Background: an optimization exercise with open tools, aiming at small area and a short achievable clock period. Do not read the settings as production practice. The RTL was checked by simulation tests, not by an equivalence proof against the original design.

## flow/design.v (module list and top-level ports; edited modules follow where they fit)
// module mu_square: 220 lines
// module add_sk: 46 lines
// module add_c3: 18 lines
// module interp_core: 399 lines
// module interp_btree: 273 lines
// module interp_chan: 58 lines
// module QPSK_Symbol_Timing_Sync_Top: 135 lines
module QPSK_Symbol_Timing_Sync_Top #(
    parameter DATA_WIDTH   = 16,
    parameter MU_WIDTH     = 10,
    parameter MU_FRAC      = 9,
    parameter COEFF_WIDTH  = 16,
    parameter ACC_WIDTH    = 32
)(
    input  wire                         clk,
    input  wire                         rst,
    input  wire signed [DATA_WIDTH-1:0] I_in,
    input  wire signed [DATA_WIDTH-1:0] Q_in,
    output wire signed [DATA_WIDTH-1:0] I_out,
    output wire signed [DATA_WIDTH-1:0] Q_out,
    output reg                          valid_out
);
  // ...
==> flow/flow/run.sh <==
#!/bin/bash
# Standard synthesis, then the standard layout with plain buffers on the
# ports and timing repair aimed at a shorter period than the clock (the
# constraints themselves are unchanged).
set -euo pipefail
bash standard.sh synth > synth.log 2>&1
export BUFFER_PORTS_ARGS="-buffer_cell sky130_fd_sc_hd__buf_2"
bash standard.sh SETUP_SLACK_MARGIN=9.8 finish > layout.log 2>&1
==> flow/standard.sh <==
#!/bin/bash
# synth_recipe.tcl (not shown) runs the flow's synth.tcl, then flattens the netlist and writes it again
# the make line also repeats each setting of config.mk as NAME=value (left out here)
make -C /OpenROAD-flow-scripts/flow DESIGN_CONFIG=/design/flow/config.mk WORK_HOME=/design/flow/orfs CLKGATE_MAP_FILE= SYNTH_SCRIPT=/design/flow/synth_recipe.tcl "${@:-finish}"
==> flow/config.mk <==
export PLATFORM = sky130hd
export DESIGN_NAME = QPSK_Symbol_Timing_Sync_Top
export DESIGN_NICKNAME = QPSK_Symbol_Timing_Sync_Top
export VERILOG_FILES = /design/flow/design.v
export SDC_FILE = /design/flow/constraint.sdc
export NUM_CORES = 4
export LEC_CHECK = 0
export ABC_AREA = 1
export CAP_MARGIN = 20
export CORE_MARGIN = 2
export CORE_UTILIZATION = 40
export SLEW_MARGIN = 20
==> flow/constraint.sdc <==
create_clock -name core_clock -period 14.0 [get_ports {clk}]
set_input_delay 2.8000 -clock core_clock [delete_from_list [all_inputs] [get_ports {clk}]]
set_output_delay 2.8000 -clock core_clock [all_outputs]
set_load 0.01 [all_outputs]
==> flow_summary.toml, run 1 <==
[finish]
largest_reg_flops = 29
seq_area_mm2 = 0.008494
drive_gt1_share_pct = 12.33
largest_cell_class = "multi-input gates"
inv_count = 803
multi_input_area_share_pct = 57.34
layout_common_cells = "704 x inv_1, 504 x nand2_1, 407 x xor2_1"

[die]
num_tap_cells = 1070
die_area_mm2 = 0.08520

[worst_setup_path]
crit_path_end = "u_chi.c[2]"
crit_type = "flop to flop"
crit_fanout = 9
crit_path_start = "u_chq.aone[3]"

[grt]
grt_overflow = 0

[place]
preCtsSetupSlack_ps = 9075
place_congestion = 0.8595

[cts]
cts_buffers = 50

[sta]
rsz0062_at_grt = "yes"

[synthesis]
synthMostInstantiatedCell = "inv_1"
synth_area_leaders = "dfxtp_1 18%, fa_1 18%, xor2_1 11%, ha_1 10%, inv_1 8.2%"
synthSimpleGateAreaFrac_pct = 11.51
async_reset_ff_share_pct = 24.69

[drt]
num_vias = 25850

[status]
status = "finished clean"
==> module mu_square, before the edit <==
module mu_square (
    input  wire [9:0] m,
    output wire [9:0] q
);
    wire w0 = m[0] & m[1];
    wire w1 = m[0] & m[2];
    wire w2 = m[0] & m[3];
    wire w3 = m[0] & m[4];
    wire w4 = m[0] & m[5];
    wire w5 = m[0] & m[6];
    wire w6 = m[0] & m[7];
    wire w7 = m[0] & m[8];
    wire w8 = ~(m[9] & m[0]);
    wire w9 = m[1] & m[2];
    wire w10 = m[1] & m[3];
    wire w11 = m[1] & m[4];
    wire w12 = m[1] & m[5];
    wire w13 = m[1] & m[6];
    wire w14 = m[1] & m[7];
    wire w15 = m[1] & m[8];
    wire w16 = ~(m[9] & m[1]);
    wire w17 = m[2] & m[3];
    wire w18 = m[2] & m[4];
    wire w19 = m[2] & m[5];
    wire w20 = m[2] & m[6];
    wire w21 = m[2] & m[7];
    wire w22 = m[2] & m[8];
    wire w23 = ~(m[9] & m[2]);
    wire w24 = m[3] & m[4];
    wire w25 = m[3] & m[5];
    wire w26 = m[3] & m[6];
    wire w27 = m[3] & m[7];
    wire w28 = m[3] & m[8];
    wire w29 = ~(m[9] & m[3]);
    wire w30 = m[4] & m[5];
    wire w31 = m[4] & m[6];
    wire w32 = m[4] & m[7];
    wire w33 = m[4] & m[8];
    wire w34 = ~(m[9] & m[4]);
    wire w35 = m[5] & m[6];
    wire w36 = m[5] & m[7];
    wire w37 = m[5] & m[8];
    wire w38 = ~(m[9] & m[5]);
    wire w39 = m[6] & m[7];
    wire w40 = m[6] & m[8];
    wire w41 = ~(m[9] & m[6]);
    wire w42 = m[7] & m[8];
    wire w43 = ~(m[9] & m[7]);
    wire w44 = ~(m[9] & m[8]);
    wire hs0 = w8 ^ w15;
    wire hk0 = w8 & w15;
    wire hs1 = w6 ^ w13;
    wire hk1 = w6 & w13;
    wire hs2 = w7 ^ w14;
    wire hk2 = w7 & w14;
    wire s0 = w21 ^ w26 ^ w30;
    wire k0 = (w21 & w26) | (w30 & (w21 ^ w26));
    wire hs3 = m[5] ^ 1'b1;
    wire hk3 = m[5] & 1'b1;
    wire s1 = w16 ^ w22 ^ w27;
    wire k1 = (w16 & w22) | (w27 & (w16 ^ w22));
    wire hs4 = w31 ^ hk0;
    wire hk4 = w31 & hk0;
    wire s2 = w23 ^ w28 ^ w32;
    wire k2 = (w23 & w28) | (w32 & (w23 ^ w28));
    wire hs5 = w35 ^ m[6];
    wire hk5 = w35 & m[6];
    wire hs6 = w29 ^ w33;
    wire hk6 = w29 & w33;
    wire hs7 = w34 ^ w37;
    wire hk7 = w34 & w37;
    wire hs8 = w4 ^ w11;
    wire hk8 = w4 & w11;
    wire hs9 = w5 ^ w12;
    wire hk9 = w5 & w12;
    wire s3 = w19 ^ w24 ^ m[4];
    wire k3 = (w19 & w24) | (m[4] & (w19 ^ w24));
    wire s4 = w20 ^ w25 ^ hk1;
    wire k4 = (w20 & w25) | (hk1 & (w20 ^ w25));
    wire s5 = hk2 ^ hs3 ^ hs0;
    wire k5 = (hk2 & hs3) | (hs0 & (hk2 ^ hs3));
    wire s6 = hk3 ^ k0 ^ s1;
    wire k6 = (hk3 & k0) | (s1 & (hk3 ^ k0));
    wire s7 = hs5 ^ k1 ^ hk4;
    wire k7 = (hs5 & k1) | (hk4 & (hs5 ^ k1));
    wire s8 = w36 ^ hk5 ^ hs6;
    wire k8 = (w36 & hk5) | (hs6 & (w36 ^ hk5));
    wire s9 = w39 ^ m[7] ^ hk6;
    wire k9 = (w39 & m[7]) | (hk6 & (w39 ^ m[7]));
    wire hs10 = w38 ^ w40;
    wire hk10 = w38 & w40;
    wire hs11 = w41 ^ w42;
    wire hk11 = w41 & w42;
    wire hs12 = w2 ^ w9;
    wire hk12 = w2 & w9;
    wire hs13 = w3 ^ w10;
    wire hk13 = w3 & w10;
    wire s10 = w17 ^ m[3] ^ hs8;
    wire k10 = (w17 & m[3]) | (hs8 & (w17 ^ m[3]));
    wire s11 = w18 ^ hk8 ^ hs9;
    wire k11 = (w18 & hk8) | (hs9 & (w18 ^ hk8));
    wire s12 = hk9 ^ hs1 ^ s3;
    wire k12 = (hk9 & hs1) | (s3 & (hk9 ^ hs1));
    wire s13 = hs2 ^ k3 ^ s4;
    wire k13 = (hs2 & k3) | (s4 & (hs2 ^ k3));
    wire s14 = s0 ^ k4 ^ s5;
    wire k14 = (s0 & k4) | (s5 & (s0 ^ k4));
    wire s15 = hs4 ^ k5 ^ s6;
    wire k15 = (hs4 & k5) | (s6 & (hs4 ^ k5));
    wire s16 = s2 ^ k6 ^ s7;
    wire k16 = (s2 & k6) | (s7 & (s2 ^ k6));
    wire s17 = k2 ^ s8 ^ k7;
    wire k17 = (k2 & s8) | (k7 & (k2 ^ s8));
    wire s18 = hs7 ^ k8 ^ s9;
    wire k18 = (hs7 & k8) | (s9 & (hs7 ^ k8));
    wire s19 = hk7 ^ hs10 ^ k9;
    wire k19 = (hk7 & hs10) | (k9 & (hk7 ^ hs10));
    wire s20 = m[8] ^ hk10 ^ hs11;
    wire k20 = (m[8] & hk10) | (hs11 & (m[8] ^ hk10));
    wire hs14 = w43 ^ hk11;
    wire hk14 = w43 & hk11;
    wire hs15 = w44 ^ m[9];
    wire hk15 = w44 & m[9];
    wire w45 = m[0] & 1'b0;
    wire w46 = 1'b0 & 1'b0;
    wire w47 = w0 & m[1];
    wire w48 = w1 & 1'b0;
    wire w49 = hs12 & m[2];
    wire w50 = hk12 & hs13;
    wire w51 = hk13 & s10;
    wire w52 = k10 & s11;
    wire w53 = k11 & s12;
    wire w54 = m[0] | 1'b0;
    wire w55 = 1'b0 | 1'b0;
    wire w56 = w0 | m[1];
    wire w57 = w1 | 1'b0;
    wire w58 = hs12 | m[2];
    wire w59 = hk12 | hs13;
    wire w60 = hk13 | s10;
    wire w61 = k10 | s11;
    wire w62 = k11 | s12;
    wire w63 = w46 | (w55 & w45);
    wire w64 = w55 & w54;
    wire w65 = w48 | (w57 & w47);
    wire w66 = w57 & w56;
    wire w67 = w50 | (w59 & w49);
    wire w68 = w59 & w58;
    wire w69 = w52 | (w61 & w51);
    wire w70 = w61 & w60;
    wire w71 = w65 | (w66 & w63);
    wire w72 = w66 & w64;
    wire w73 = w69 | (w70 & w67);
    wire w74 = w70 & w68;
    wire w75 = w73 | (w74 & w71);
    wire w76 = w74 & w72;
    wire w77 = w53 | (w62 & w75);
    wire w78 = w62 & w76;
    wire w79 = k12 & s13;
    wire w80 = k13 & s14;
    wire w81 = k14 & s15;
    wire w82 = k15 & s16;
    wire w83 = k16 & s17;
    wire w84 = k17 & s18;
    wire w85 = k18 & s19;
    wire w86 = k19 & s20;
    wire w87 = k20 & hs14;
    wire w88 = hk14 & hs15;
    wire w89 = k12 ^ s13;
    wire w90 = k13 ^ s14;
    wire w91 = k14 ^ s15;
    wire w92 = k15 ^ s16;
    wire w93 = k16 ^ s17;
    wire w94 = k17 ^ s18;
    wire w95 = k18 ^ s19;
    wire w96 = k19 ^ s20;
    wire w97 = k20 ^ hs14;
    wire w98 = hk14 ^ hs15;
    wire w99 = w79 | (w89 & w77);
    wire w100 = w80 | (w90 & w99);
    wire w101 = w90 & 1'b0;
    wire w102 = w82 | (w92 & w81);
    wire w103 = w92 & w91;
    wire w104 = w84 | (w94 & w83);
    wire w105 = w94 & w93;
    wire w106 = w86 | (w96 & w85);
    wire w107 = w96 & w95;
    wire w108 = w88 | (w98 & w87);
    wire w109 = w98 & w97;
    wire w110 = w81 | (w91 & w100);
    wire w111 = w91 & w101;
    wire w112 = w102 | (w103 & w100);
    wire w113 = w103 & w101;
    wire w114 = w85 | (w95 & w104);
    wire w115 = w95 & w105;
    wire w116 = w106 | (w107 & w104);
    wire w117 = w107 & w105;
    wire w118 = w83 | (w93 & w112);
    wire w119 = w93 & w113;
    wire w120 = w104 | (w105 & w112);
    wire w121 = w105 & w113;
    wire w122 = w114 | (w115 & w112);
    wire w123 = w115 & w113;
    wire w124 = w116 | (w117 & w112);
    wire w125 = w117 & w113;
    wire w126 = w87 | (w97 & w124);
    wire w127 = w97 & w125;
    wire w128 = w108 | (w109 & w124);
    wire w129 = w109 & w125;
    wire w130 = w89 ^ w77;
    wire w131 = w90 ^ w99;
    wire w132 = w91 ^ w100;
    wire w133 = w92 ^ w110;
    wire w134 = w93 ^ w112;
    wire w135 = w94 ^ w118;
    wire w136 = w95 ^ w120;
    wire w137 = w96 ^ w122;
    wire w138 = w97 ^ w124;
    wire w139 = w98 ^ w126;
    assign q = {w139, w138, w137, w136, w135, w134, w133, w132, w131, w130};
endmodule
==> module QPSK_Symbol_Timing_Sync_Top, before the edit <==
module QPSK_Symbol_Timing_Sync_Top #(
    parameter DATA_WIDTH   = 16,
    parameter MU_WIDTH     = 10,
    parameter MU_FRAC      = 9,
    parameter COEFF_WIDTH  = 16,
    parameter ACC_WIDTH    = 32
)(
    input  wire                         clk,
    input  wire                         rst,
    input  wire signed [DATA_WIDTH-1:0] I_in,
    input  wire signed [DATA_WIDTH-1:0] Q_in,
    output wire signed [DATA_WIDTH-1:0] I_out,
    output wire signed [DATA_WIDTH-1:0] Q_out,
    output reg                          valid_out
);
    reg        [9:0]  mu;
    reg signed [10:0] mu_sum;
    reg               uf;
    reg signed [9:0]  vk;        
    wire [9:0]  mu_next = {mu_sum[10] & ~mu_sum[9], mu_sum[8:0]};
    wire [10:0] mu_half = {1'b0, mu} + 11'd256;
    wire [10:0] ms_n;
    add_sk #(11) u_ms (.a(mu_half), .b({vk[9], vk}), .ci(1'b0), .s(ms_n), .co());
    always @(posedge clk or posedge rst) begin
        if (rst) begin
            mu     <= 10'd154;
            mu_sum <= 11'sd0;
            uf     <= 1'b0;
        end else begin
            mu_sum <= ms_n;
            uf     <= mu_sum[10] | mu_sum[9];
            mu     <= mu_next;
        end
    end
    wire [10:0] mx = {ms_n[10] & ~ms_n[9], ms_n[8:0], 1'b0};
    wire [4:0]  bone_n, btwo_n, bneg_n;
    wire [9:0]  q;                                   
    mu_square u_sq (.m(mu_next), .q(q));
    wire [10:0] qx = {q, 1'b0};
    wire [4:0]  aone_n, atwo_n, aneg_n;
    genvar k;
    generate for (k = 0; k < 5; k = k + 1) begin : enc
        assign bneg_n[k] = mx[2*k+2];
        assign bone_n[k] = mx[2*k+1] ^ mx[2*k];
        assign btwo_n[k] = (mx[2*k+2] & ~mx[2*k+1] & ~mx[2*k]) | (~mx[2*k+2] & mx[2*k+1] & mx[2*k]);
        if (k < 4) begin : lo
            assign aneg_n[k] = qx[2*k+2];
            assign aone_n[k] = qx[2*k+1] ^ qx[2*k];
            assign atwo_n[k] = (qx[2*k+2] & ~qx[2*k+1] & ~qx[2*k]) | (~qx[2*k+2] & qx[2*k+1] & qx[2*k]);
        end else begin : hi
            assign aneg_n[k] = 1'b0;
            assign aone_n[k] = q[8] ^ q[7];
            assign atwo_n[k] = q[9] | (q[8] & q[7]);
        end
    end endgenerate
    wire signed [15:0] I_interp, Q_interp, xi1;
    wire        [2:0]  ci;
    interp_chan u_chi (.clk(clk), .rst(rst), .x_in(I_in),
                       .aone_n(aone_n), .atwo_n(atwo_n), .aneg_n(aneg_n),
                       .bone_n(bone_n), .btwo_n(btwo_n), .bneg_n(bneg_n), .x_interp(I_interp),
                       .x1_o(xi1), .c_o(ci));
    interp_chan u_chq (.clk(clk), .rst(rst), .x_in(Q_in),
                       .aone_n(aone_n), .atwo_n(atwo_n), .aneg_n(aneg_n),
                       .bone_n(bone_n), .btwo_n(btwo_n), .bneg_n(bneg_n), .x_interp(Q_interp),
                       .x1_o(), .c_o());
    reg signed [15:0] i_d1;      
    reg               s2p, s2n;  
    reg        [15:0] e_k;       
    reg               e_kn;
    reg signed [15:0] q_o;
    reg        [2:0]  cnt;       
    wire       x1_small = (xi1[15:3] == 13'd0) | (xi1[15:3] == 13'h1fff);
    wire [3:0] y4    = xi1[3:0] + {ci[2], ci};
    wire       now_z = x1_small & (y4 == 4'd0);
    wire [2:0] lo2   = {1'b0, xi1[1:0]} + {1'b0, ci[1:0]};
    wire       c15   = ci[2] ? ~((xi1[14:2] == 13'd0) & ~lo2[2]) : (lo2[2] & (&xi1[14:2]));
    wire       now_n = xi1[15] ^ ci[2] ^ c15;
    wire       now_p = ~now_n & ~now_z;
    wire d_two  = (now_p & s2n) | (now_n & s2p);
    wire d_one  = ((now_p | now_n) & ~s2p & ~s2n) | (~now_p & ~now_n & (s2p | s2n));
    wire d_neg  = (now_n & ~s2n) | (~now_p & ~now_n & s2p);
    wire [15:0] e_mag = d_two ? {i_d1[14:0], 1'b0} : (d_one ? i_d1 : 16'd0);
    wire e_min = d_two ? (i_d1[14:0] == 15'h4000) : (i_d1 == 16'h8000);
    wire e_neg = d_neg & ~e_min;
    always @(posedge clk) begin
        i_d1 <= I_interp;
        q_o  <= Q_interp;
        s2p  <= ~i_d1[15] & (|i_d1);
        s2n  <= i_d1[15];
        e_k  <= e_mag ^ {16{e_neg}};
        e_kn <= e_neg;
    end
    always @(posedge clk or posedge rst) begin
        if (rst)
            cnt <= 3'd0;
        else if (cnt != 3'd7)
            cnt <= cnt + 3'd1;
    end
    wire zcted_valid = (cnt == 3'd7);
    reg        [15:0] e_k_zs;    
    reg               zneg;
    reg               zs_valid;
    always @(posedge clk) begin
        e_k_zs <= (uf & zcted_valid) ? e_k : 16'd0;
        zneg   <= uf & zcted_valid & e_kn;
    end
    always @(posedge clk or posedge rst) begin
        if (rst)
            zs_valid <= 1'b0;
        else
            zs_valid <= uf | (e_k_zs[0] ^ zneg);
    end
    reg  [28:0] integ;           
    wire [28:0] integ_n;
    wire [25:0] vsum;
    add_sk #(29) u_int (.a(integ), .b({{13{e_k_zs[15]}}, e_k_zs}), .ci(zneg), .s(integ_n), .co());
    add_sk #(26) u_v   (.a(integ[28:3]), .b({{10{e_k_zs[15]}}, e_k_zs}), .ci(zneg), .s(vsum), .co());
    always @(posedge clk or posedge rst) begin
        if (rst) begin
            integ <= 29'd0;
            vk    <= 10'sd0;
        end else if (zs_valid) begin
            integ <= integ_n;
            vk    <= vsum[25:16];
        end
    end
    always @(posedge clk or posedge rst) begin
        if (rst)
            valid_out <= 1'b0;
        else
            valid_out <= uf;
    end
    assign I_out = i_d1;
    assign Q_out = q_o;
endmodule
==> inputs of run 2 (changes only) <==
--- a/flow/design.v
+++ b/flow/design.v
@@ -1,6 +1,6 @@
 module mu_square (
     input  wire [9:0] m,
-    output wire [9:0] q
+    output wire [4:0] aone, atwo, aneg
 );
     wire w0 = m[0] & m[1];
     wire w1 = m[0] & m[2];
@@ -175,7 +175,7 @@
     wire w96 = k19 ^ s20;
     wire w97 = k20 ^ hs14;
     wire w98 = hk14 ^ hs15;
-    wire w99 = w79 | (w89 & w77);
+    wire w99 = w79 | (w89 & 1'b0);
     wire w100 = w80 | (w90 & w99);
     wire w101 = w90 & 1'b0;
     wire w102 = w82 | (w92 & w81);
@@ -206,7 +206,7 @@
     wire w127 = w97 & w125;
     wire w128 = w108 | (w109 & w124);
     wire w129 = w109 & w125;
-    wire w130 = w89 ^ w77;
+    wire w130 = w89 ^ 1'b0;
     wire w131 = w90 ^ w99;
     wire w132 = w91 ^ w100;
     wire w133 = w92 ^ w110;
@@ -216,7 +216,102 @@
     wire w137 = w96 ^ w122;
     wire w138 = w97 ^ w124;
     wire w139 = w98 ^ w126;
-    assign q = {w139, w138, w137, w136, w135, w134, w133, w132, w131, w130};
+    wire w140 = w130 ^ 1'b0;
+    wire w141 = (w131 & ~w130 & ~1'b0) | (~w131 & w130 & 1'b0);
+    wire w142 = w132 ^ w131;
+    wire w143 = (w133 & ~w132 & ~w131) | (~w133 & w132 & w131);
+    wire w144 = w134 ^ w133;
+    wire w145 = (w135 & ~w134 & ~w133) | (~w135 & w134 & w133);
+    wire w146 = w136 ^ w135;
+    wire w147 = (w137 & ~w136 & ~w135) | (~w137 & w136 & w135);
+    wire w148 = w138 ^ w137;
+    wire w149 = w139 | (w138 & w137);
+    wire w150 = k12 & s13;
+    wire w151 = k13 & s14;
+    wire w152 = k14 & s15;
+    wire w153 = k15 & s16;
+    wire w154 = k16 & s17;
+    wire w155 = k17 & s18;
+    wire w156 = k18 & s19;
+    wire w157 = k19 & s20;
+    wire w158 = k20 & hs14;
+    wire w159 = hk14 & hs15;
+    wire w160 = k12 ^ s13;
+    wire w161 = k13 ^ s14;
+    wire w162 = k14 ^ s15;
+    wire w163 = k15 ^ s16;
+    wire w164 = k16 ^ s17;
+    wire w165 = k17 ^ s18;
+    wire w166 = k18 ^ s19;
+    wire w167 = k19 ^ s20;
+    wire w168 = k20 ^ hs14;
+    wire w169 = hk14 ^ hs15;
+    wire w170 = w150 | (w160 & 1'b1);
+    wire w171 = w151 | (w161 & w170);
+    wire w172 = w161 & 1'b0;
+    wire w173 = w153 | (w163 & w152);
+    wire w174 = w163 & w162;
+    wire w175 = w155 | (w165 & w154);
+    wire w176 = w165 & w164;
+    wire w177 = w157 | (w167 & w156);
+    wire w178 = w167 & w166;
+    wire w179 = w159 | (w169 & w158);
+    wire w180 = w169 & w168;
+    wire w181 = w152 | (w162 & w171);
+    wire w182 = w162 & w172;
+    wire w183 = w173 | (w174 & w171);
+    wire w184 = w174 & w172;
+    wire w185 = w156 | (w166 & w175);
+    wire w186 = w166 & w176;
+    wire w187 = w177 | (w178 & w175);
+    wire w188 = w178 & w176;
+    wire w189 = w154 | (w164 & w183);
+    wire w190 = w164 & w184;
+    wire w191 = w175 | (w176 & w183);
+    wire w192 = w176 & w184;
+    wire w193 = w185 | (w186 & w183);
+    wire w194 = w186 & w184;
+    wire w195 = w187 | (w188 & w183);
+    wire w196 = w188 & w184;
+    wire w197 = w158 | (w168 & w195);
+    wire w198 = w168 & w196;
+    wire w199 = w179 | (w180 & w195);
+    wire w200 = w180 & w196;
+    wire w201 = w160 ^ 1'b1;
+    wire w202 = w161 ^ w170;
+    wire w203 = w162 ^ w171;
+    wire w204 = w163 ^ w181;
+    wire w205 = w164 ^ w183;
+    wire w206 = w165 ^ w189;
+    wire w207 = w166 ^ w191;
+    wire w208 = w167 ^ w193;
+    wire w209 = w168 ^ w195;
+    wire w210 = w169 ^ w197;
+    wire w211 = w201 ^ 1'b0;
+    wire w212 = (w202 & ~w201 & ~1'b0) | (~w202 & w201 & 1'b0);
+    wire w213 = w203 ^ w202;
+    wire w214 = (w204 & ~w203 & ~w202) | (~w204 & w203 & w202);
+    wire w215 = w205 ^ w204;
+    wire w216 = (w206 & ~w205 & ~w204) | (~w206 & w205 & w204);
+    wire w217 = w207 ^ w206;
+    wire w218 = (w208 & ~w207 & ~w206) | (~w208 & w207 & w206);
+    wire w219 = w209 ^ w208;
+    wire w220 = w210 | (w209 & w208);
+    assign aone[0] = w77 ? w211 : w140;
+    assign atwo[0] = w77 ? w212 : w141;
+    assign aneg[0] = w77 ? w202 : w131;
+    assign aone[1] = w77 ? w213 : w142;
+    assign atwo[1] = w77 ? w214 : w143;
+    assign aneg[1] = w77 ? w204 : w133;
+    assign aone[2] = w77 ? w215 : w144;
+    assign atwo[2] = w77 ? w216 : w145;
+    assign aneg[2] = w77 ? w206 : w135;
+    assign aone[3] = w77 ? w217 : w146;
+    assign atwo[3] = w77 ? w218 : w147;
+    assign aneg[3] = w77 ? w208 : w137;
+    assign aone[4] = w77 ? w219 : w148;
+    assign atwo[4] = w77 ? w220 : w149;
+    assign aneg[4] = 1'b0;
 endmodule
 `timescale 1ns / 1ps
 module add_sk #(
@@ -1033,6 +1128,7 @@
     reg        [9:0]  mu;
     reg signed [10:0] mu_sum;
     reg               uf;
+    reg               mu_nx9;    
     reg signed [9:0]  vk;        
     wire [9:0]  mu_next = {mu_sum[10] & ~mu_sum[9], mu_sum[8:0]};
     wire [10:0] mu_half = {1'b0, mu} + 11'd256;
@@ -1042,33 +1138,24 @@
         if (rst) begin
             mu     <= 10'd154;
             mu_sum <= 11'sd0;
+            mu_nx9 <= 1'b0;
             uf     <= 1'b0;
         end else begin
             mu_sum <= ms_n;
+            mu_nx9 <= ms_n[10] & ~ms_n[9];
             uf     <= mu_sum[10] | mu_sum[9];
             mu     <= mu_next;
         end
     end
     wire [10:0] mx = {ms_n[10] & ~ms_n[9], ms_n[8:0], 1'b0};
-    wire [4:0]  bone_n, btwo_n, bneg_n;
-    wire [9:0]  q;                                   
-    mu_square u_sq (.m(mu_next), .q(q));
-    wire [10:0] qx = {q, 1'b0};
     wire [4:0]  aone_n, atwo_n, aneg_n;
+    mu_square u_sq (.m({mu_nx9, mu_sum[8:0]}), .aone(aone_n), .atwo(atwo_n), .aneg(aneg_n));
+    wire [4:0]  bone_n, btwo_n, bneg_n;
     genvar k;
     generate for (k = 0; k < 5; k = k + 1) begin : enc
         assign bneg_n[k] = mx[2*k+2];
         assign bone_n[k] = mx[2*k+1] ^ mx[2*k];
         assign btwo_n[k] = (mx[2*k+2] & ~mx[2*k+1] & ~mx[2*k]) | (~mx[2*k+2] & mx[2*k+1] & mx[2*k]);
-        if (k < 4) begin : lo
-            assign aneg_n[k] = qx[2*k+2];
-            assign aone_n[k] = qx[2*k+1] ^ qx[2*k];
-            assign atwo_n[k] = (qx[2*k+2] & ~qx[2*k+1] & ~qx[2*k]) | (~qx[2*k+2] & qx[2*k+1] & qx[2*k]);
-        end else begin : hi
-            assign aneg_n[k] = 1'b0;
-            assign aone_n[k] = q[8] ^ q[7];
-            assign atwo_n[k] = q[9] | (q[8] & q[7]);
-        end
     end endgenerate
     wire signed [15:0] I_interp, Q_interp, xi1;
     wire        [2:0]  ci;
==> run 2 against run 1 <==
  * Sequential cell count rose by 1
  * Still clean on timing, DRC and antenna
  * Critical endpoint is now u_chq.c[1]
  * Setup slack better by 110 ps
  * Die area rose by 0.88%
==> flow_summary.toml, run 2 <==
[cts]
cts_sinks = 398
clkTransAtPathRegs_ps = 60
root_buffer = "clkbuf_16"
insertion_delay_ps = 620
cts_tree = "done"
cts_buffers = 48
cts.hold.buffers_added = 0
htree_levels = 2
cts_buffer_depth = 3

[synthesis]
synth_area_leader_cell = "dfxtp_1"
ys_types = 58
syn_nets = 4558
synth_flop_cell = "dfxtp_1"
postSynthCellCount = 3945
synth_area_leaders = "dfxtp_1 18%, fa_1 18%, xor2_1 11%, ha_1 10%, inv_1 8.0%"
async_reset_ff_share_pct = 24.87
syn_area_per_cell_um2 = 8.478
ys_warn_count = 2
synth_common_cells = "710 x inv_1, 553 x nand2_1, 415 x xor2_1"
synthMostInstantiatedCell = "inv_1"
seq_area_frac_synth_pct = 25.32
synth_area_mm2 = 0.03345
synth_top_area_share_pct = 17.90
synth-edff-count = 0
synth-seq-cells = 398

[drt]
drtIter0Drc = 1524
routed_wl_um = 85150
dr_wl_met3_um = 5845
wl_per_cell_um = 16.49
wl_met1_um = 38400
num_vias = 25950
vias_per_cell = 5.024
drc = 0
ant_nets = 0
firstDrtPassIters = 5
topRoutingLayerUsed = "met4"
route.met2.wl_um = 38420

[finish]
multiInputGateArea_mm2 = 0.02209
seq_area_mm2 = 0.008516
layout_common_cells = "694 x inv_1, 542 x nand2_1, 409 x xor2_1"
layout_commonest_cell = "inv_1"
design_area_mm2 = 0.03804
syn_to_final_growth_pct = 13.73
drive_gt1_share_pct = 11.39
largest_reg_flops = 29
nets = 4658
largest_register = "integ"
nFillCells = 8007

[die]
die_area_mm2 = 0.08594
num_rows = 106
core_mm2 = 0.08316
chipHeight_um = 293.2
fp.dieW_um = 293.2
initial_core_util_pct = 40.22
io_pins = 67

[sta]
setup_viol = 0
fin_crit_ps = 4086
rsz0062_at_grt = "yes"
final-hold-violation-count = 0
drv_slew = 0
finalSetupTns_ps = 0
fin_crit_sh_pct = 29.19
worst-slew-pin-transition_ps = 911.9
clock.fmax_ghz = 0.2447
finalClockSkew_ps = 53.89
slew_headroom_pct = 39.21
worst_slack_ps = 9914

[grt]
grt_start_max_net_pins = 69
grt_usage_pct = 19.84
grt_overflow = 0
grt_pass1_vias = 25800
grt_pass1_wl_um = 137900
antenna_found_initial = 0

[worst_setup_path]
worst_setup_path_end_kind = "flop"
crit_fanout = 4
crit_arrival_ps = 4600
cp.required_ps = 14510
critPathLaunchType = "flop"
crit_type = "flop to flop"

[place]
port_buffers = 66
dp_hpwl_um = 62520
dpl-instance-area_mm2 = 0.03508
place_congestion = 0.8651
preCtsSetupSlack_ps = 9154

[hold_path]
min_path_type = "flop to flop"

[status]
status = "finished clean"

[flow_run]
cap_violations = 0
run 2: timing repair:
action / 4_1_cts / 5_1_grt
setup endpoints to repair: 12 / 23
resized for setup: 34 / 140
buffers inserted: 17 / 51
pin swaps: 1 / 31
gates cloned: 4 / 3
run 2: final cells by class:
cell class / count / area share [%]
diodes: 1 / 0.006579
clock buffers: 69 / 3.770
clock inverters: 19 / 0.7895
inverters: 781 / 8.023
multi-input cells: 2644 / 58.07
flip-flops and latches: 398 / 22.39
well taps: 1080 / 3.553
repair buffers: 167 / 3.306
repair inverters: 5 / 0.09868
run 2: path summary, 6_finish.rpt:
kind                          startpoint           end  slack (ps)  depth (start not counted)
min in group asynchronous            rst      integ[4]        2470                          3
max                        u_chq.aone[1]    u_chq.c[1]        9910                         17
min reg2reg                  u_chq.x2[0]   u_chq.x1[0]         350                          0
max reg2reg                u_chq.aone[1]    u_chq.c[1]        9910                         17
max in group asynchronous            rst  u_chq.x3[15]       10330                          4
min                          u_chq.x2[0]   u_chq.x1[0]         350                          0
run 2: critical path, stage by stage (launching register included):
cell        delay, ps
dfxtp_4           370
clkinvlp_4        150
buf_6             150
o22ai_2           170
xor2_1            200
fa_1              450
fa_2              350
inv_2              60
fa_1              410
fa_1              500
inv_1              50
o21a_1            170
a31oi_1           200
o211ai_1          110
a41oi_2           300
buf_4             180
nand3_2            80
nand2_2            80
run 2: kinds of logic (layout without fill, tap and decap cells):
logic type	count (synthesis)	count (layout)	synth area share, %
XOR/XNOR	483	483	12.76
multiplexers	5	5	0.1609
buffers and inverters	903	1041	10.27
adder cells (fa/ha/maj)	579	579	28.37
flip-flops	398	398	25.32
other	0	1	0
AND/OR/NAND/NOR	936	936	11.71
AO/OA/AOI/OAI	641	641	11.40
run 2: metal layers:
metal  up-vias  global-route usage [%]
met2       742                   31.43
met5         -                       0
met1     12270                   27.53
met3       140                   3.593
li1      12790                       -
met4         0                   6.091
run 2: through the flow:
step	std cells	util [%]	hold WS, ps
global route	5163	45.74	369.8
CTS	5108	44.59	354.4
floorplan	3945	-	331.1
detailed placement	4999	42.19	343.4
global placement	4999	42.19	341.3
finish	5164	45.74	354.6
==> inputs of run 3 (changes only) <==
--- a/flow/config.mk
+++ b/flow/config.mk
@@ -5,7 +5,7 @@
 export SDC_FILE = /design/flow/constraint.sdc
 export NUM_CORES = 4
 export LEC_CHECK = 0
-export ABC_AREA = 1
+export ABC_AREA = 0
 export CAP_MARGIN = 20
 export CORE_MARGIN = 2
 export CORE_UTILIZATION = 40
==> run 3 against run 2 <==
  * Still clean
  * Sequential share of layout area rose by 0.12 points
  * Register-to-register slack lost 590 ps
  * Synthesized area decreased by 0.91%
  * Clock skew fell by 27 ps
  * Design area about the same
  * Global-route usage decreased by 1.2 points
  * Utilization grew 0.60 points
==> flow_summary.toml, run 3 <==
[status]
status = "finished clean"

[grt]
antenna_found_initial = 1
grt_start_max_net_pins = 64
grt_overflow = 0
grt.met1_usage_pct = 25.59
use_met3_pct = 2.489
grt_pass1_vias = 23970
grt_usage_pct = 18.66
grt_pass1_wl_um = 129600
grt-busiest-layer = "met2"
use_met2_pct = 30.88

[die]
core_mm2 = 0.08211
num_rows = 105
io_pins = 67
die_area_mm2 = 0.08518
fp.dieW_um = 291.9
initial_core_util_pct = 40.36
chipHeight_um = 291.9

[hold_path]
min_path_type = "flop to flop"
min_from = "u_chq.x3[12]"
min_path_cells = 0

[finish]
largest_reg_flops = 29
layout_common_cells = "413 x inv_1, 339 x xnor2_1, 282 x a22oi_1"
drive_gt1_share_pct = 16.16
nFillCells = 7658
layout_commonest_cell = "inv_1"
syn_to_final_growth_pct = 14.81
largest_register = "integ"
diodes = 0
design_area_mm2 = 0.03805
nets = 4032

[worst_setup_path]
crit_fanout = 16
crit_top_cell = "fa_1"
crit_path_max_incr_delay_ps = 550
crit_path_start = "u_chq.aone[0]"
crit_slowest_cell = "fa_1"
reg2reg_depth = 17
cp.required_ps = 14480
crit_type = "flop to flop"
worst_setup_path_end_kind = "flop"
path_cells = "buf_12, a22oi_2, xnor2_2, fa_1, inv_1, fa_1, inv_1, fa_1, fa_1, inv_1, maj3_2, o221ai_4, o221ai_2, o21a_1, a311oi_2, a211o_1, mux2_4"
regToRegStartpoint = "u_chq.aone[0]"
critPathLaunchType = "flop"
crit_arrival_ps = 5160

[cts]
clkTransAtPathRegs_ps = 70
insertion_delay_ps = 590
cts_buffer_depth = 3
cts_sinks = 398
htree_levels = 2
root_buffer = "clkbuf_16"
cts_tree = "done"
cts_buffers = 45

[synthesis]
synth-edff-count = 0
synthMuxAreaShare_pct = 1.423
synth_area_mm2 = 0.03314
ys_types = 85
synthXorXnorAreaFrac_pct = 13.30
synth_compound_area_share_pct = 15.87
synthMostInstantiatedCell = "inv_1"
synth-seq-cells = 398
synth_area_leader_cell = "dfxtp_1"
synth_fa_ha_area_share_pct = 29.05
syn_nets = 4024
syn_area_per_cell_um2 = 9.717
synth_top_family_by_area = "adder cells"
synthSimpleGateAreaFrac_pct = 7.399
postSynthCellCount = 3411
synth_common_cells = "426 x inv_1, 353 x xnor2_1, 308 x a22oi_1"
async_reset_ff_share_pct = 24.87
seq_area_frac_synth_pct = 25.55
ys_warn_count = 2
synth_flop_cell = "dfxtp_1"
synth_area_leaders = "dfxtp_1 18%, fa_1 18%, ha_1 11%, xnor2_1 9.3%, dfrtp_1 7.2%"
synth_top_area_share_pct = 18.06

[sta]
setup_viol = 0
worst-slew-pin-transition_ps = 1058
clock.fmax_ghz = 0.2136
finalClockSkew_ps = 26.97
fin_crit_sh_pct = 33.43
fin_crit_ps = 4681
drv_slew = 0
slew_headroom_pct = 29.50
hold-worst-slack_ps = 341.8
final-hold-violation-count = 0
rsz0062_at_grt = "yes"
finalSetupTns_ps = 0

[drt]
firstDrtPassIters = 5
wl_per_cell_um = 17.59
num_vias = 23730
routed_wl_um = 79560
drtIter0Drc = 1403
drc = 0
vias_per_cell = 5.245
ant_nets = 0

[place]
port_buffers = 66
dp_hpwl_um = 56410
dpl-instance-area_mm2 = 0.03461
place_congestion = 0.8303

[flow_run]
cap_violations = 0
==> run 3: critical path, delay by kind of cell, from the launching register on <==
family	cells	cell delay, ps
muxes	1	300
adders and majority gates	5	2290
buffers and inverters	4	310
DFF	1	350
xor gates and xnor gates	1	110
AOI/OAI and AO/OA	6	1210
==> run 3: final cells by class <==
class	instances	area, µm²	area share, %
Clock buffer	62	1292	3.397
Clock inverter	20	234.0	0.6149
Inverter	427	1632	4.288
Multi-Input combinational cell	2369	23360	61.40
Sequential cell	398	8563	22.50
Tap cell	1070	1339	3.518
Timing Repair Buffer	178	1628	4.278
==> run 3: cell families (layout without fill, tap and decap cells) <==
logic type	after synthesis	in the layout
AOI/OAI and AO/OA	747	747
buffers and inverters	644	687
adders and majority gates	593	593
xor gates and xnor gates	500	500
and+or+nand+nor	486	486
DFF	398	398
muxes	43	43
==> run 3: metal layers <==
layer | wire length, µm | share of wire, %
met1 | 36700 | 46
met2 | 37310 | 47
met3 | 3733 | 4.7
met4 | 1809 | 2.3
met5 | 7 | 0.0088
==> run 3: repair_timing <==
item	in CTS	in global routing
hold buffers	0	0
gates resized for setup	177	107
endpoints found under the setup margin	34	36
pin swaps	69	54
setup buffers	53	20
cloned	8	0
endpoints found under the hold margin	0	0
==> run 3: metrics by stage <==
step,instances,util [%],setup slack (ps)
2_1_floorplan,3411,-,9197
3_3_place_gp,4361,42.15,8808
3_5_place_dp,4361,42.15,8711
4_1_cts,4504,45.64,9350
5_1_grt,4524,46.34,9170
6_report,4524,46.34,9319
==> run 3: worst paths after layout <==
kind / to / slack (ps)
max: u_chi.c[1] / 9320
max reg2reg: u_chi.c[1] / 9320
min in group asynchronous: u_chq.x3[6] / 2400
min: u_chq.x2[12] / 340
min reg2reg: u_chq.x2[12] / 340
max in group asynchronous: mu_sum[1] / 10210
==> inputs of run 4 (changes only) <==
--- a/flow/flow/run.sh
+++ b/flow/flow/run.sh
@@ -5,4 +5,4 @@
 set -euo pipefail
 bash standard.sh synth > synth.log 2>&1
 export BUFFER_PORTS_ARGS="-buffer_cell sky130_fd_sc_hd__buf_2"
-bash standard.sh SETUP_SLACK_MARGIN=9.8 finish > layout.log 2>&1
+bash standard.sh SETUP_SLACK_MARGIN=10.0 finish > layout.log 2>&1
--- a/flow/config.mk
+++ b/flow/config.mk
@@ -5,8 +5,8 @@
 export SDC_FILE = /design/flow/constraint.sdc
 export NUM_CORES = 4
 export LEC_CHECK = 0
-export ABC_AREA = 0
+export ABC_AREA = 1
 export CAP_MARGIN = 20
 export CORE_MARGIN = 2
-export CORE_UTILIZATION = 40
+export CORE_UTILIZATION = 55
 export SLEW_MARGIN = 20
==> run 4 against run 3 <==
  * Cell count up 8.1%
  * Count of clock-buffer cells in the layout down 1
  * Via count up 14%
  * Largest cell class unchanged
==> flow_summary.toml, run 4 <==
[drt]
drc = 0
firstDrtPassIters = 6
wl_per_cell_um = 18.25
drtIter0Drc = 1987
routed_wl_um = 89270
num_vias = 27000
vias_per_cell = 5.519
ant_nets = 0

[finish]
nFillCells = 5159
nets = 4681
multiInputGateArea_mm2 = 0.02255
instances_no_fill = 4892
largest_reg_flops = 29
seq_area_mm2 = 0.008543
drive_gt1_share_pct = 14.60
largest_register = "integ"
layout_common_cells = "688 x inv_1, 523 x nand2_1, 407 x xor2_1"
fin_util_pct = 63.74
layout_commonest_cell = "inv_1"
syn_to_final_growth_pct = 14.81

[synthesis]
synthMostInstantiatedCell = "inv_1"
synth_area_leaders = "dfxtp_1 18%, fa_1 18%, xor2_1 11%, ha_1 10%, inv_1 8.0%"
async_reset_ff_share_pct = 24.87
syn_area_per_cell_um2 = 8.478
ys_warn_count = 2
synth_area_mm2 = 0.03345
synth-edff-count = 0
synth_flop_cell = "dfxtp_1"
synth_common_cells = "710 x inv_1, 553 x nand2_1, 415 x xor2_1"
seq_area_frac_synth_pct = 25.32
ys_types = 58
synth_top_area_share_pct = 17.90
postSynthCellCount = 3945
synth_area_leader_cell = "dfxtp_1"
syn_nets = 4558
synth-seq-cells = 398

[cts]
cts_sinks = 398
insertion_delay_ps = 610
cts.hold.buffers_added = 0
htree_levels = 2
cts_buffer_depth = 3
cts_tree = "done"
root_buffer = "clkbuf_16"
cts_buffers = 49
clkTransAtPathRegs_ps = 60

[grt]
grt_pass1_vias = 27120
antenna_found_initial = 0
use_met2_pct = 44.44
use_met3_pct = 4.520
grt_usage_pct = 28.40
grt_pass1_wl_um = 142900
grt_start_max_net_pins = 61
grt.met1_usage_pct = 40.55
grt_overflow = 0
grt-busiest-layer = "met2"

[die]
initial_core_util_pct = 55.52
fp.dieW_um = 250.6
die_area_mm2 = 0.06280
core_mm2 = 0.06025
num_rows = 90
chipHeight_um = 250.6
io_pins = 67

[place]
port_buffers = 66
place_congestion = 0.9255
preCtsSetupSlack_ps = 9293
dp_hpwl_um = 65390
dp.cells = 4698

[sta]
setup_viol = 0
worst-slew-pin-transition_ps = 1155
clock.fmax_ghz = 0.2467
final-hold-violation-count = 0
finalClockSkew_ps = 31.18
drv_slew = 0
fin_crit_ps = 4053
finalSetupTns_ps = 0
worst_slack_ps = 9947
hold-worst-slack_ps = 361.7
fin_crit_sh_pct = 28.95
slew_headroom_pct = 22.93
rsz0062_at_grt = "yes"

[worst_setup_path]
crit_arrival_ps = 4540
crit_fanout = 16
path_cells = "clkinvlp_4, buf_12, o22ai_2, xor2_1, fa_2, fa_2, fa_1, fa_1, nor2_1, a21oi_1, inv_1, nor2_2, a221oi_2, nand2_4, nand2_4, nand2_4, nand2_2, nand2_2"
path_delay_family = "adder cells"
crit_path_end = "u_chq.c[2]"
crit_path_max_incr_delay_ps = 500
crit_buf_inv = 3
cp.required_ps = 14490
crit_type = "flop to flop"
reg2reg_slack_ps = 9950
crit_top_cell = "nand2_4"
worst_setup_path_end_kind = "flop"
cp.depth = 18
critPathLaunchType = "flop"
regToRegStartpoint = "u_chq.aone[2]"
reg2reg_depth = 18
r2r-end = "u_chq.c[2]"
crit_path_start = "u_chq.aone[2]"
crit_slowest_cell = "fa_1"

[hold_path]
min_path_type = "flop to flop"

[status]
status = "finished clean"

[flow_run]
cap_violations = 0
## run 4: cell count changes in the layout (fill, tap and decap cells not counted), sizes merged, moves of 36 or more
cell	previous run	this run
nor2	116	152
clkinv	11	69
a22oi	308	1
nand2	108	556
xnor2	354	67
nor2b	43	0
a21o	48	8
xor2	145	416
nand3	35	155
inv	428	722
o22ai	8	322
## run 4: cells by family after synthesis
kind of cell	share of synthesized area [%]
buf+inv	10.27
fa+ha+maj	28.37
flops	25.32
mux	0.1609
xor+xnor	12.76
simple gates	11.71
compound gates	11.40
## run 4: how the worst min path moves through the flow
stage                  from            to  depth (start not counted)
2_1_floorplan   u_chi.x2[0]   u_chi.x1[0]                          0
4_1_cts         u_chi.x2[0]   u_chi.x1[0]                          0
5_1_grt         u_chi.x3[4]   u_chi.x2[4]                          0
3_3_place_gp    u_chq.x2[0]   u_chq.x1[0]                          0
3_5_place_dp    u_chq.x3[2]   u_chq.x2[2]                          0
6_report       u_chi.x2[12]  u_chi.x1[12]                          0
## run 4: cell type report
class / count / share of cell area (%)
repair buffers: 188 / 3.855
clock inverters: 31 / 1.000
inverters: 781 / 7.957
flip-flops and latches: 398 / 22.25
well taps: 782 / 2.548
multi-input cells: 2644 / 58.72
diodes: 1 / 0.006517
clock buffers: 61 / 3.545
repair inverters: 6 / 0.1173
## run 4: per-stage QoR
stage / instance area [µm²]
5_1_grt: 38400
4_1_cts: 37280
2_1_floorplan: 33770
3_5_place_dp: 34780
3_3_place_gp: 34780
6_report: 38400
## run 4: repair_timing
action	CTS	global route
buffers inserted	40	52
cloned	7	1
gates resized for setup	133	161
setup endpoints to repair	23	46
pin swaps	11	68
## run 4: layer usage
layer  wire [µm]  vias to the layer above
li1            -                    12860
met1       41010                    13080
met2       39650                      862
met3        5988                      204
met4        2622                        0
met5           0                        -
==> inputs of run 5 (changes only) <==
--- a/flow/flow/run.sh
+++ b/flow/flow/run.sh
@@ -5,4 +5,4 @@
 set -euo pipefail
 bash standard.sh synth > synth.log 2>&1
 export BUFFER_PORTS_ARGS="-buffer_cell sky130_fd_sc_hd__buf_2"
-bash standard.sh SETUP_SLACK_MARGIN=10.0 finish > layout.log 2>&1
+bash standard.sh SETUP_SLACK_MARGIN=9.8 finish > layout.log 2>&1
--- a/flow/config.mk
+++ b/flow/config.mk
@@ -6,7 +6,7 @@
 export NUM_CORES = 4
 export LEC_CHECK = 0
 export ABC_AREA = 1
-export CAP_MARGIN = 20
+export CAP_MARGIN = 0
 export CORE_MARGIN = 2
 export CORE_UTILIZATION = 55
-export SLEW_MARGIN = 20
+export SLEW_MARGIN = 0
==> run 5 against run 4 <==
  * Still clean
  * Fmax decreased by 1.6%
  * Synthesized cell count unchanged
  * Count of clock-buffer cells in the layout down 4
==> flow_summary.toml, run 5 <==
[status]
status = "finished clean"

[hold_path]
min_to = "u_chq.x1[0]"
min_path_cells = 0
min_path_type = "flop to flop"
min_from = "u_chq.x2[0]"

[cts]
cts_buffer_depth = 3
cts_buffers = 46
cts.hold.buffers_added = 0
clkTransAtPathRegs_ps = 60
cts_tree = "done"
root_buffer = "clkbuf_16"
cts_sinks = 398
insertion_delay_ps = 580
htree_levels = 2

[worst_setup_path]
regToRegStartpoint = "u_chq.aone[1]"
crit_fanout = 16
reg2reg_depth = 18
critPathLaunchType = "flop"
crit_type = "flop to flop"
r2r-end = "u_chi.c[0]"
crit_slowest_cell = "fa_1"
cp.required_ps = 14530
crit_arrival_ps = 4650
crit_path_max_incr_delay_ps = 540
crit_top_cell = "fa_1"
reg2reg_slack_ps = 9880
worst_setup_path_end_kind = "flop"
path_cells = "clkinvlp_4, buf_12, o22ai_2, xor2_1, fa_1, fa_2, inv_2, fa_1, fa_1, inv_2, o21ai_2, a211oi_2, a311oi_2, nor2_1, nor2_2, buf_4, nand3_2, nand2_1"

[synthesis]
synth_common_cells = "710 x inv_1, 553 x nand2_1, 415 x xor2_1"
async_reset_ff_share_pct = 24.87
syn_area_per_cell_um2 = 8.478
synth-seq-cells = 398
seq_area_frac_synth_pct = 25.32
ys_warn_count = 2
synth_area_leaders = "dfxtp_1 18%, fa_1 18%, xor2_1 11%, ha_1 10%, inv_1 8.0%"
synth_area_leader_cell = "dfxtp_1"
synth_flop_cell = "dfxtp_1"
synth-edff-count = 0
postSynthCellCount = 3945
synth_top_area_share_pct = 17.90
syn_nets = 4558
synth_area_mm2 = 0.03345
ys_types = 58
synthMostInstantiatedCell = "inv_1"

[place]
preCtsSetupSlack_ps = 9350
port_buffers = 66
place_congestion = 0.9276
dpl-instance-area_mm2 = 0.03469
dp_hpwl_um = 65540

[finish]
layout_commonest_cell = "inv_1"
largest_reg_flops = 29
syn_to_final_growth_pct = 13.12
drive_gt1_share_pct = 12.35
largest_register = "integ"
nFillCells = 5212
nets = 4682
seq_area_mm2 = 0.008542
design_area_mm2 = 0.03783
multiInputGateArea_mm2 = 0.02213
layout_common_cells = "694 x inv_1, 541 x nand2_1, 408 x xor2_1"

[die]
io_pins = 67
core_mm2 = 0.06025
initial_core_util_pct = 55.52
chipHeight_um = 250.6
die_area_mm2 = 0.06280
fp.dieW_um = 250.6
num_rows = 90

[sta]
finalSetupTns_ps = 0
worst-slew-pin-transition_ps = 1230
hold-worst-slack_ps = 360.4
setup_viol = 0
slew_headroom_pct = 17.91
drv_slew = 0
clock.fmax_ghz = 0.2428
worst_slack_ps = 9881
final-hold-violation-count = 0
fin_crit_sh_pct = 29.42
finalClockSkew_ps = 14.75
rsz0062_at_grt = "yes"
fin_crit_ps = 4119

[drt]
num_vias = 26850
ant_nets = 0
drtIter0Drc = 2120
routed_wl_um = 89280
firstDrtPassIters = 8
vias_per_cell = 5.494
drc = 0
wl_per_cell_um = 18.27

[grt]
grt_usage_pct = 28.00
grt_start_max_net_pins = 68
grt_pass1_wl_um = 140500
grt_pass1_vias = 26620
antenna_found_initial = 0
grt_overflow = 0

[flow_run]
cap_violations = 0
-- run 5: critical path: cells and delay by family, from the launching register on --
| kind | cells | cell delay, ps |
|---|---|---|
| adder cells (fa/ha/maj) | 4 | 1810 |
| AO/OA/AOI/OAI | 4 | 660 |
| buffers and inverters | 5 | 550 |
| AND/OR/NAND/NOR | 4 | 440 |
| flip-flops | 1 | 400 |
| XOR/XNOR | 1 | 210 |
-- run 5: how the worst max path moves through the flow --
stage / depth (start not counted) / startpoint / slack [ps] / end
after floorplan: 11 / Q_in[1] / 9730 / u_chq.Dn[15]
after detailed placement: 17 / u_chq.aone[1] / 9350 / u_chq.c[0]
after CTS: 13 / mu_sum[2] / 9800 / u_chq.aone[2]
final: 18 / u_chq.aone[1] / 9880 / u_chi.c[0]
after global placement: 20 / u_chq.aone[1] / 9370 / u_chq.c[2]
after global routing: 21 / u_chq.aone[2] / 9700 / u_chq.c[1]
-- run 5: layout make-up --
cell class,count,share of cell area (%)
diodes,1,0.006614
clock buffers,57,3.423
clock inverters,26,0.8400
inverters,781,8.136
multi-input cells,2644,58.49
flip-flops and latches,398,22.58
well taps,782,2.586
repair buffers,187,3.750
repair inverters,11,0.1852
-- run 5: cells by family after synthesis --
group                    count (synthesis)  synth area share (%)
AND/OR/NAND/NOR                        936                 11.71
buffers and inverters                  903                 10.27
AO/OA/AOI/OAI                          641                 11.40
adder cells (fa/ha/maj)                579                 28.37
XOR/XNOR                               483                 12.76
flip-flops                             398                 25.32
multiplexers                             5                0.1609
-- run 5: through the flow --
step,util [%],instances
CTS,60.84,4810
global route,62.79,4886
global placement,57.58,4698
floorplan,-,3945
detailed placement,57.58,4698
finish,62.80,4887
-- run 5: timing repair --
action / in CTS / in global routing
buffers inserted: 23 / 69
gates cloned: 6 / 7
gates resized for setup: 49 / 154
pin swaps: 0 / 42
endpoints found under the setup margin: 12 / 20
-- run 5: metal layers --
layer	GRT usage, %	routed length (µm)
met1	40.30	40890
met3	4.811	6931
met5	0	0
met2	43.03	38540
met4	8.794	2917
==> inputs of run 6 (changes only) <==
--- a/flow/flow/run.sh
+++ b/flow/flow/run.sh
@@ -5,4 +5,4 @@
 set -euo pipefail
 bash standard.sh synth > synth.log 2>&1
 export BUFFER_PORTS_ARGS="-buffer_cell sky130_fd_sc_hd__buf_2"
-bash standard.sh SETUP_SLACK_MARGIN=9.8 finish > layout.log 2>&1
+bash standard.sh SETUP_SLACK_MARGIN=9.9 finish > layout.log 2>&1
--- a/flow/config.mk
+++ b/flow/config.mk
@@ -8,5 +8,5 @@
 export ABC_AREA = 1
 export CAP_MARGIN = 0
 export CORE_MARGIN = 2
-export CORE_UTILIZATION = 55
+export CORE_UTILIZATION = 40
 export SLEW_MARGIN = 0
==> run 6 against run 5 <==
  * Die area rose by 37%
  * First-iteration DRC count shrank 18%
  * Synthesized cell count unchanged
  * Clock skew increased by 33 ps
  * Fmax increased by 0.83%
  * Still clean on timing, DRC and antenna
==> flow_summary.toml, run 6 <==
[hold_path]
min_path_type = "flop to flop"

[die]
fp.dieW_um = 293.2
die_area_mm2 = 0.08594
io_pins = 67
chipHeight_um = 293.2
initial_core_util_pct = 40.22
num_rows = 106
core_mm2 = 0.08316

[sta]
finalClockSkew_ps = 47.60
rsz0062_at_grt = "yes"
fin_crit_ps = 4085
slew_headroom_pct = 26.71
worst_slack_ps = 9915
worst-slew-pin-transition_ps = 1098
drv_slew = 0
clock.fmax_ghz = 0.2448
finalSetupTns_ps = 0
final-hold-violation-count = 0
setup_viol = 0
fin_crit_sh_pct = 29.18

[drt]
routed_wl_um = 86410
drtIter0Drc = 1728
wl_per_cell_um = 16.63
ant_nets = 0
vias_per_cell = 5.061
drc = 0
num_vias = 26300
firstDrtPassIters = 6

[synthesis]
synth_area_leader_cell = "dfxtp_1"
async_reset_ff_share_pct = 24.87
synth_flop_cell = "dfxtp_1"
synth-seq-cells = 398
synth_top_area_share_pct = 17.90
synth_area_leaders = "dfxtp_1 18%, fa_1 18%, xor2_1 11%, ha_1 10%, inv_1 8.0%"
postSynthCellCount = 3945
ys_warn_count = 2
synth_common_cells = "710 x inv_1, 553 x nand2_1, 415 x xor2_1"
syn_nets = 4558
syn_area_per_cell_um2 = 8.478
synth_area_mm2 = 0.03345
synthMostInstantiatedCell = "inv_1"
synth-edff-count = 0
seq_area_frac_synth_pct = 25.32
ys_types = 58

[worst_setup_path]
worst_setup_path_end_kind = "output pin"
path_cells = "buf_2"
crit_fanout = 5
crit_path_max_incr_delay_ps = 480
crit_type = "flop to output pin"
crit_slowest_cell = "dfxtp_1"
critPathLaunchType = "flop"
cp.required_ps = 11200
path_delay_family = "flip-flops"
crit_arrival_ps = 1280
crit_buf_inv = 1

[grt]
grt_pass1_vias = 25830
antenna_found_initial = 0
grt_usage_pct = 19.77
grt_overflow = 0
grt_start_max_net_pins = 61
grt_pass1_wl_um = 137100

[cts]
cts_buffer_depth = 3
cts_tree = "done"
root_buffer = "clkbuf_16"
htree_levels = 2
cts_buffers = 50
clkTransAtPathRegs_ps = 70
cts.hold.buffers_added = 0
cts_sinks = 398
insertion_delay_ps = 620

[place]
dp_hpwl_um = 62190
place_congestion = 0.8660
preCtsSetupSlack_ps = 9316
port_buffers = 66

[flow_run]
cap_violations = 0

[status]
status = "finished clean"

[finish]
largest_register = "integ"
syn_to_final_growth_pct = 14.85
largest_reg_flops = 29
drive_gt1_share_pct = 13.10
nets = 4687
layout_commonest_cell = "inv_1"
layout_common_cells = "693 x inv_1, 533 x nand2_1, 405 x xor2_1"
nFillCells = 7937
[run 6: cell counts after synthesis]
No cell type changed its count.
[run 6: through the flow]
stage / area [µm²] / util [%] / hold slack [ps] / instances
floorplan: 33710 / - / 331.1 / 3945
global placement: 35120 / 42.23 / 339.4 / 4999
detailed placement: 35120 / 42.23 / 341.1 / 4999
CTS: 37170 / 44.70 / 354.3 / 5125
global route: 38410 / 46.19 / 361.9 / 5195
finish: 38410 / 46.19 / 354.6 / 5197
[run 6: layout make-up]
class / count / area (µm²) / share of cell area [%]
timing repair buffer: 192 / 1481 / 3.857
timing repair inverter: 7 / 45.04 / 0.1173
tap: 1080 / 1351 / 3.518
antenna: 2 / 5.005 / 0.01303
multi-input combinational: 2644 / 22260 / 57.95
sequential: 398 / 8531 / 22.21
clock inverter: 28 / 270.3 / 0.7036
clock buffer: 65 / 1410 / 3.671
inverter: 781 / 3060 / 7.967
[run 6: worst paths after layout]
check | start | slack (ps) | cells past startpoint | endpoint
max in group asynchronous | rst | 10430 | 3 | mu_nx9
worst max-delay path | i_d1[14] | 9920 | 1 | I_out[14]
worst min-delay path | u_chq.x2[0] | 350 | 0 | u_chq.x1[0]
worst max register to register | u_chq.aone[1] | 9920 | 18 | u_chq.c[0]
min in group asynchronous | rst | 2370 | 2 | valid_out
worst min register to register | u_chq.x2[0] | 350 | 0 | u_chq.x1[0]
[run 6: repair_timing]
item / in CTS / in global routing
endpoints found under the setup margin: 17 / 75
gates cloned: 4 / 7
gates resized for setup: 58 / 175
buffers inserted: 29 / 63
pin swaps: 1 / 59
[run 6: kinds of logic (layout without fill, tap and decap cells)]
| group | count (synthesis) | count (layout) | synth area share (%) |
|---|---|---|---|
| flops | 398 | 398 | 25.32 |
| other cells | 0 | 2 | 0 |
| compound gates | 641 | 641 | 11.40 |
| xor+xnor | 483 | 483 | 12.76 |
| mux | 5 | 5 | 0.1609 |
| fa+ha+maj | 579 | 579 | 28.37 |
| simple gates | 936 | 936 | 11.71 |
| buf+inv | 903 | 1073 | 10.27 |
[run 6: metal layers]
metal	global-route usage [%]	wire length [µm]	vias up
met5	0	0	-
met4	5.553	2486	0
met3	3.086	5511	164
met2	32.25	39530	789
met1	27.16	38880	12460
li1	-	-	12890
==> inputs of run 7 (changes only) <==
--- a/flow/flow/run.sh
+++ b/flow/flow/run.sh
@@ -5,4 +5,4 @@
 set -euo pipefail
 bash standard.sh synth > synth.log 2>&1
 export BUFFER_PORTS_ARGS="-buffer_cell sky130_fd_sc_hd__buf_2"
-bash standard.sh SETUP_SLACK_MARGIN=9.9 finish > layout.log 2>&1
+bash standard.sh SETUP_SLACK_MARGIN=9.8 finish > layout.log 2>&1
--- a/flow/config.mk
+++ b/flow/config.mk
@@ -9,4 +9,6 @@
 export CAP_MARGIN = 0
 export CORE_MARGIN = 2
 export CORE_UTILIZATION = 40
+export CTS_BUF_LIST = sky130_fd_sc_hd__clkbuf_8
+export CTS_CLUSTER_SIZE = 20
 export SLEW_MARGIN = 0
==> run 7 against run 6 <==
  * Design area decreased by 1.4%
  * Die area stayed put
  * Synthesized cell count did not move
  * Fmax fell by 2.1%
  * Critical path depth did not move
  * Via count shrank 0.15%
  * Critical path type unchanged
  * Critical endpoint is now I_out[12]
==> flow_summary.toml, run 7 <==
[status]
status = "finished clean"

[synthesis]
synth_common_cells = "710 x inv_1, 553 x nand2_1, 415 x xor2_1"
seq_area_frac_synth_pct = 25.32
synthMuxAreaShare_pct = 0.1609
synth_compound_area_share_pct = 11.40
synth_top_family_by_area = "adder cells"
synth-edff-count = 0
syn_area_per_cell_um2 = 8.478
async_reset_ff_share_pct = 24.87
ys_warn_count = 2
synthXorXnorAreaFrac_pct = 12.76
synth_area_mm2 = 0.03345
postSynthCellCount = 3945
synth_fa_ha_area_share_pct = 28.37

[sta]
drv_slew = 0
fin_crit_sh_pct = 29.80
rsz0062_at_grt = "yes"
worst-slew-pin-transition_ps = 1112
final-hold-violation-count = 0
clock.fmax_ghz = 0.2397
finalClockSkew_ps = 57.35
slew_headroom_pct = 25.79
finalSetupTns_ps = 0

[die]
initial_core_util_pct = 40.22
fp.dieW_um = 293.2
num_rows = 106
io_pins = 67
core_mm2 = 0.08316

[worst_setup_path]
crit_path_max_incr_delay_ps = 480
crit_slowest_cell = "dfxtp_1"
crit_buf_inv = 1
cp.required_ps = 11200
crit_arrival_ps = 1370
crit_fanout = 4
reg2reg_slack_ps = 9900
path_cells = "buf_2"
path_delay_family = "flip-flops"

[grt]
grt_pass1_vias = 26110
grt_pass1_wl_um = 139300
use_met3_pct = 3.366
grt_start_max_net_pins = 69
use_met2_pct = 31.79
grt-busiest-layer = "met2"
grt.met1_usage_pct = 28.10

[place]
place_congestion = 0.8651
dp_hpwl_um = 62520

[drt]
drtIter0Drc = 1657
num_vias = 26260
vias_per_cell = 5.039
drc = 0
routed_wl_um = 85370
firstDrtPassIters = 7
wl_per_cell_um = 16.38

[hold_path]
min_path_type = "flop to flop"

[cts]
cts_buffer_depth = 3
cts_tree = "done"
clkTransAtPathRegs_ps = 60
cts_buffers = 75

[finish]
nets = 4683
layout_commonest_cell = "inv_1"
drive_gt1_share_pct = 12.38
layout_common_cells = "710 x inv_1, 544 x nand2_1, 410 x xor2_1"
syn_to_final_growth_pct = 13.26

[flow_run]
cap_violations = 0
run 7: cell types whose count changed in the layout (fill, tap and decap cells not counted), sizes merged:
cell	before	now
clkbuf	69	87
bufinv	2	7
clkinv	54	58
buf	188	162
clkinvlp	41	43
inv	719	730
run 7: final cells by class:
class	count	area [µm²]
Tap cell	1080	1351
Clock buffer	86	1184
Timing Repair inverter	7	45.04
Clock inverter	50	464.2
Timing Repair Buffer	163	1177
Sequential cell	398	8524
Inverter	781	3069
Multi-Input combinational cell	2644	22060
Antenna cell	2	5.005
Fill cell	8035	45280
run 7: per-layer routing:
metal  part of all wire, %  up-vias  routed length, µm
li1                      -    12860                  -
met1                    45    12450              38590
met2                    46      805              38900
met3                   6.9      143               5880
met4                   2.3        0               1996
met5                     0        -                  0
run 7: what timing repair did:
| item | 4_1_cts | 5_1_grt |
|---|---|---|
| resized for setup | 37 | 138 |
| cloned | 4 | 4 |
| hold buffers | 0 | 0 |
| endpoints found under the setup margin | 16 | 25 |
| setup buffers | 18 | 48 |
| pin swaps | 0 | 25 |
run 7: logic make-up after synthesis:
logic type / Yosys count
AO/OA/AOI/OAI: 641
XOR/XNOR: 483
adder cells (fa/ha/maj): 579
buffers and inverters: 903
flip-flops: 398
multiplexers: 5
AND/OR/NAND/NOR: 936
run 7: per-stage QoR:
step / utilization, % / hold slack [ps] / setup WS [ps] / instances
after floorplan: - / 331.1 / 9728 / 3945
after global placement: 42.19 / 341.3 / 9199 / 4999
after detailed placement: 42.19 / 343.4 / 9154 / 4999
after CTS: 44.49 / 317.0 / 9803 / 5157
after global routing: 45.55 / 333.7 / 9710 / 5210
final: 45.55 / 323.4 / 9828 / 5211
run 7: worst paths after layout:
kind	start	endpoint	cells after the start
setup reg to reg	u_chq.aone[1]	u_chi.c[2]	18
max in group asynchronous	rst	u_chq.x3[13]	4
min in group asynchronous	rst	integ[4]	3
hold / removal	u_chi.x2[14]	u_chi.x1[14]	0
setup / recovery	i_d1[12]	I_out[12]	1
hold reg to reg	u_chi.x2[14]	u_chi.x1[14]	0

==> static timing again, ports no longer ideal <==
No port has a modelled driver above. Below, the same layouts with a new extraction and two added sets of constraints.
Step 1 (the two cells are an assumption about what drives the block):
set clk [get_ports {clk}]
set_driving_cell -lib_cell sky130_fd_sc_hd__clkbuf_16 $clk
set_driving_cell -lib_cell sky130_fd_sc_hd__buf_2 [delete_from_list [all_inputs] $clk]
Step 2 adds t to the input delays and takes it off the output delays; t is the mean of the earliest and latest rising clock arrival at the registers after step 1. Input paths then give back, and output paths get back, about the clock's delay inside the block.
a / b / c = ideal / step 1 / step 2; a / b = the first two.
run	t, ns	setup WS [ns]	latest minus earliest clock arrival (ns)	worst register clock-pin slew, ns
run 1	0.645	9.802 / 9.802 / 9.356	0.044 / 0.044	0.07 / 0.07
run 2	0.649	9.914 / 9.858 / 9.367	0.061 / 0.061	0.07 / 0.07
run 3	0.640	9.319 / 9.319 / 8.850	0.028 / 0.028	0.07 / 0.07
run 4	0.655	9.947 / 9.947 / 9.460	0.031 / 0.032	0.08 / 0.08
run 5	0.640	9.881 / 9.881 / 9.348	0.017 / 0.018	0.07 / 0.07
run 6	0.659	9.915 / 9.850 / 9.408	0.050 / 0.050	0.07 / 0.07
run 7	0.732	9.828 / 9.768 / 9.350	0.059 / 0.058	0.07 / 0.07
After both steps every run listed still meets setup and hold. The setup slack of run 2, which loses most, moves by -0.056 ns with the drivers and by -0.547 ns with both steps.
